What follows belongs to an exercise in optimizing a design on an open flow for a short achievable clock period and few clock cycles; a production flow would make more cautious choices. In this exercise RTL edits were held to simulation tests only and were not proved equivalent to the original. Power is estimated from default activity; no workload was simulated.

== wip/delta ==
## core
module core (
    input  logic                clk,
    input  logic                rst_n,
    output logic                imem_req_vld,
    input  logic                imem_req_rdy,
    output logic [68:0]         imem_req,
    input  logic                imem_rsp_vld,
    output logic                imem_rsp_rdy,
    input  logic [68:0]         imem_rsp,
    output logic                dmem_req_vld,
    input  logic                dmem_req_rdy,
    output logic [68:0]         dmem_req,
    input  logic                dmem_rsp_vld,
    output logic                dmem_rsp_rdy,
    input  logic [68:0]         dmem_rsp
);
    localparam int NB = 16;      
    logic [31:0] pc_d;           
    logic        d_vld;          
    logic        first_q;        
    logic        stall_q;        
    logic        d_redir_q;      
    logic [31:0] fetch_q;        
    logic [31:0] fetch_oq;       
    logic [31:0] pc4_d;          
    logic          hit_q;        
    logic [NB-1:0] hitv_q;
    logic [31:2]   btb_tgt_q;
    logic        x_redir_q;      
    logic        x_vld;
    logic [31:0] x_a, x_b, x_sd, x_dres, x_tgt, x_pc4;
    logic [31:0] x_ma, x_mb;     
    logic [31:0] x_ca, x_cb;     
    logic [31:0] x_sa;           
    logic [4:0]  x_sb;
    logic [31:2] x_pc, x_ptgt;
    logic        x_wen;
    logic [4:0]  x_rd;
    logic        x_ld, x_st, x_uns;
    logic [1:0]  x_len;
    logic        x_br, x_jal, x_jalr, x_pt, x_pbtb;
    logic [NB-1:0] x_hitv;
    logic [2:0]  x_fn;
    logic        x_s_add, x_s_sub, x_s_sll, x_s_slt, x_s_sltu;
    logic        x_s_xor, x_s_sr, x_s_or, x_s_and, x_s_d;
    logic        x_sra;
    logic [1:0]  x_fa, x_fb, x_fsd;
  ...
clock: 11.0 ns
lec_check: 0
abc_clock_period_in_ps: 4000
cap_margin: 20
cell_pad_in_sites_detail_placement: 0
cell_pad_in_sites_global_placement: 0
core_margin: 2
core_utilization: 35
place_density: 0.55
slew_margin: 20
tns_end_percent: 10
standard.sh (not shown) runs the stock make flow with config.mk's settings and CLKGATE_MAP_FILE= SYNTH_SCRIPT=/design/flow/synth_recipe.tcl, a recipe that flattens the netlist after the stock synthesis.
==> flow/flow/run.sh <==
#!/bin/bash
set -euo pipefail
bash standard.sh synth > synth.log 2>&1
bash standard.sh SETUP_SLACK_MARGIN=6.5 "BUFFER_PORTS_ARGS=-buffer_cell sky130_fd_sc_hd__buf_4" finish > layout.log 2>&1
Testbench counts of wip/delta, summed over its fixed seeds: cycles 115,167.
Input changes introduced in wip/sierra (baseline for comparison: wip/delta):
Settings: CELL_PAD_IN_SITES_DETAIL_PLACEMENT changed from 0 to 1; CELL_PAD_IN_SITES_GLOBAL_PLACEMENT changed from 0 to 2.
Clock power share: lower on wip/delta
~same maximum frequency in wip/sierra and wip/delta
Looking at wip/sierra and wip/delta, the sequential cell area is a wash.
Diff wip/delta -> wip/sierra: via count went up, setup slack after layout has increased, total power draw grew by 0.0018 W, final critical-path required period went down by 0.0042 ns.
Cell area in wip/sierra is about 2.5% higher than in wip/delta
Diff wip/delta..wip/sierra | portion of the clock cycle consumed by the worst path in the final layout | negligible

========
== run 1 ==
core, a different RTL version from the one above (not shown whole).
Size in the first run: about 9100 cells after synthesis, about 2800 flip-flops, about 290 I/O pins, roughly 130000 um2 of cells after synthesis.
clock: 11.0 ns
lec_check: 0
abc_clock_period_in_ps: 4000
cap_margin: 20
cell_pad_in_sites_detail_placement: 1
cell_pad_in_sites_global_placement: 2
core_margin: 2
core_utilization: 35
place_density: 0.65
slew_margin: 20
tns_end_percent: 10
Scripts as last shown in full above: flow/flow/run.sh
Testbench counts of run 1, summed over its fixed seeds: cycles 115,167.
Modified inputs, run 2 compared to run 1
- changing PLACE_DENSITY from 0.65 to 0.55
==> flow/flow/run.sh <==
#!/bin/bash
set -euo pipefail
bash standard.sh synth > synth.log 2>&1
bash standard.sh SETUP_SLACK_MARGIN=7 "BUFFER_PORTS_ARGS=-buffer_cell sky130_fd_sc_hd__buf_4" finish > layout.log 2>&1
### Flow results
Final worst-path cycle share delta (run 2 -> run 1): insignificant. Startpoint of the most critical setup path: imem_rsp[22] -> run 1, dmem_rsp[7] -> run 2. On met3 wire length: run 2 sits above run 1. Clock skew after layout (run 2 over run 1): decrease, 0.034 ns. Diff run 1 -> run 2: power consumption higher, routing usage on met1 higher, critical path depth lower, final cell count higher. Comparing run 2 and run 1, the higher combinational fraction of design power was measured on run 2.
Here is what was changed in the inputs of run 3 compared with run 2.
- CELL_PAD_IN_SITES_DETAIL_PLACEMENT now 0, was 1
- TNS_END_PERCENT no longer set, was 10
- CELL_PAD_IN_SITES_GLOBAL_PLACEMENT now 0, was 2
## What came out
Layout cell share with drive strength beyond 1 up 5.0 points in run 3 wrt run 2. In the metrics for run 2 and run 3, the one carrying the higher proportion of power drawn by the clock network is run 2. | time the worst path needs with I/O delays and setup | run 3 vs run 2 | better |. Compared to run 2, run 3 shows a wider setup margin. Run 3 against run 2: utilization of the core after routing saw an increase, global-route wire length before repair decreased by 6.9% relative to the old numbers.

========
Setup of job 8585:
Starting RTL as in the previous note.
clock: 11.0 ns
lec_check: 0
abc_clock_period_in_ps: 4000
cap_margin: 20
cell_pad_in_sites_detail_placement: 1
cell_pad_in_sites_global_placement: 2
core_margin: 2
core_utilization: 35
place_density: 0.55
slew_margin: 20
tns_end_percent: 10
==> flow/flow/run.sh <==
#!/bin/bash
set -euo pipefail
bash standard.sh synth > synth.log 2>&1
bash standard.sh SETUP_SLACK_MARGIN=6.5 "BUFFER_PORTS_ARGS=-buffer_cell sky130_fd_sc_hd__buf_4" finish > layout.log 2>&1
Job 8585 has completed all stages; timing, DRC and antenna checks passed.
Testbench counts of job 8585, summed over its fixed seeds: cycles 115,167.
Here is what was changed in the inputs of job 7868 compared with job 8585.
Settings: changing CELL_PAD_IN_SITES_DETAIL_PLACEMENT from 1 to 0; changing CELL_PAD_IN_SITES_GLOBAL_PLACEMENT from 2 to 0.
==> summary.txt <==
Diff job 8585 -> job 7868 | area of all placed cells without fillers | down slightly. In job 7868 the arrival time at the worst endpoint turned out 3020 ps higher than in job 8585. Across both runs, area growth from synthesis to layout was lower for job 7868 than for job 8585. Job 7868 vs. job 8585: filler-free cell count of the finished design lower, global-route wire length before repair lower, count of clock-buffer cells in the layout lower, total power lower, final setup slack of the worst path roughly the same.
> inputs changed (job 7868 -> job 6233)
Settings: swapping 0 for 2 in CELL_PAD_IN_SITES_GLOBAL_PLACEMENT; swapping 0 for 1 in CELL_PAD_IN_SITES_DETAIL_PLACEMENT; clearing TNS_END_PERCENT, which used to be 10.
### Flow results
The arrival time at the worst endpoint of job 6233 falls short of that of job 7868 by 50 ps. Job 7868 reports its termination of the worst setup path as fetch_q[21] while job 6233 reports fetch_q[27]. Job 7868 → job 6233: non-clock buffer total of the final layout up about 30%; final clock period utilization by the worst path flat; worst slack at placement down 330 ps. Job 7868 -> job 6233: routed length on met2 increased by more than 10%. Between job 7868 and job 6233, the flow reports design area increasing by a few percent.
For job 2535, these inputs were changed with respect to job 6233:
Settings: changing CELL_PAD_IN_SITES_DETAIL_PLACEMENT from 1 to 0; changing CELL_PAD_IN_SITES_GLOBAL_PLACEMENT from 2 to 0.
==> comparison <==
Job 2535 against job 6233; overall power of the completed layout is down by a few percent. Higher least setup slack across all paths after layout goes to job 2535 over job 6233. Summary of job 2535 over job 6233: multi-input gate share of total cell area went up by 0.28 points; finished layout cell area went down by 2100 sq um; area share of buffers outside the clock network went down by 0.85 points; cell count went down by 133. Job 2535 gives less maximum number of pins on one net before global-route repair than job 6233 did. Fraction of synthesized area in multiplexers: job 2535 vs job 6233 identical. NOTE: worst slack at placement in job 2535 exceeds that of job 6233.
The following lists how job 8936 was set up differently from job 2535:
Settings: CELL_PAD_IN_SITES_GLOBAL_PLACEMENT now 2, was 0; TNS_END_PERCENT now 10, previously not set; CELL_PAD_IN_SITES_DETAIL_PLACEMENT now 1, was 0.
==> flow/flow/run.sh <==
#!/bin/bash
set -euo pipefail
bash standard.sh synth > synth.log 2>&1
bash standard.sh SETUP_SLACK_MARGIN=6.5 finish > layout.log 2>&1
Findings:
Per the final summary, job 2535 finished and its layout is clean on timing, DRC and antenna.
Having completed the whole flow, job 8936 delivered a layout that passed the timing, design-rule and antenna checks.
The run with more setup slack is job 2535; job 8936 has less.
Between job 8936 and job 2535, the difference in combinational cell fraction of total power is negligible.
Cell depth of the worst setup path in job 8936 is 2 above job 2535.
Diff job 8936 and job 2535: wire length reported by the detailed router higher in job 8936
Job 8936 vs job 2535 — post-layout instance count excluding filler cells climbed slightly
Of job 8936 and job 2535, the lower largest fanout on the critical path belongs to job 8936.
[diff] initial detailed-routing violation count, job 8936 relative to job 2535: improvement
Summary of job 8936 over job 2535: proportion of final cell area spent on non-clock buffers went up, power grew by 1.8%.
Edits applied to the flow inputs when going from job 8936 to job 8492:
Settings: TNS_END_PERCENT removed (was 10).
==> flow/flow/run.sh <==
#!/bin/bash
set -euo pipefail
bash standard.sh synth > synth.log 2>&1
bash standard.sh SETUP_SLACK_MARGIN=7 "BUFFER_PORTS_ARGS=-buffer_cell sky130_fd_sc_hd__buf_4" finish > layout.log 2>&1
[summary]
The hold slack in job 8492 sits 3.4 ps above the value recorded for job 8936. a21oi_1 as the critical-path cell with the highest stage delay was reported by job 8936, and mux4_2 by job 8492. Job 8492 vs job 8936: non-clock buffer count up in job 8492. Fmax: job 8492 above job 8936. Compared with job 8936, job 8492 shows a higher number of buffers added by the clock tree synthesis step. Comparing job 8492 and job 8936, the lower via count is on job 8936. The worst setup path startpoint comes out imem_rsp[22] in one run and imem_rsp[20] in the other, namely in job 8936 and job 8492 respectively.

==> re-timing with driven ports <==
In the flow no input, the clock included, has a driving cell. The finished layouts below were timed again as built, in two steps.
Step 1 assumes that a clkbuf_16 drives the clock port and a buf_2 every other input.
Step 2 moves the port delays by t, midway between the first and last clock arrival at a register: inputs arrive t later, outputs are due t later. That takes back most of the time a late clock gives input paths.
a / b / c = no drivers / after step 1 / after step 2; a / b = the first two.
run	t, ns	setup WS [ns]	hold WS [ns]	worst setup path at the end	latest minus earliest clock arrival (ns)
wip/delta	0.984	6.052 / 5.840 / 4.855	0.270 / 0.270 / 0.270	input to register	0.137 / 0.137
wip/sierra	1.034	6.056 / 5.858 / 4.824	0.331 / 0.331 / 0.331	input to register	0.072 / 0.072
run 1	1.022	6.185 / 5.994 / 4.973	0.282 / 0.282 / 0.282	input to register	0.123 / 0.123
run 2	1.013	6.184 / 5.977 / 4.964	0.329 / 0.329 / 0.329	input to register	0.081 / 0.082
run 3	1.010	6.232 / 6.172 / 5.161	0.317 / 0.317 / 0.317	input to register	0.099 / 0.099
job 8585	1.035	6.297 / 5.993 / 4.958	0.329 / 0.329 / 0.329	input to register	0.092 / 0.091
job 7868	0.996	6.294 / 6.042 / 5.046	0.277 / 0.277 / 0.277	input to register	0.121 / 0.121
job 6233	1.010	6.304 / 6.119 / 5.109	0.336 / 0.336 / 0.336	input to register	0.082 / 0.082
job 2535	0.979	6.336 / 6.037 / 5.058	0.270 / 0.270 / 0.270	input to register	0.115 / 0.115
job 8936	1.019	6.156 / 5.980 / 4.961	0.321 / 0.321 / 0.321	input to register	0.075 / 0.075
job 8492	1.030	6.363 / 5.986 / 4.956	0.325 / 0.325 / 0.325	input to register	0.088 / 0.087
After both steps every run listed still meets setup and hold. For job 8492, which loses most, drivers alone change the setup slack by -0.377 ns; drivers and shift together by -1.407 ns.
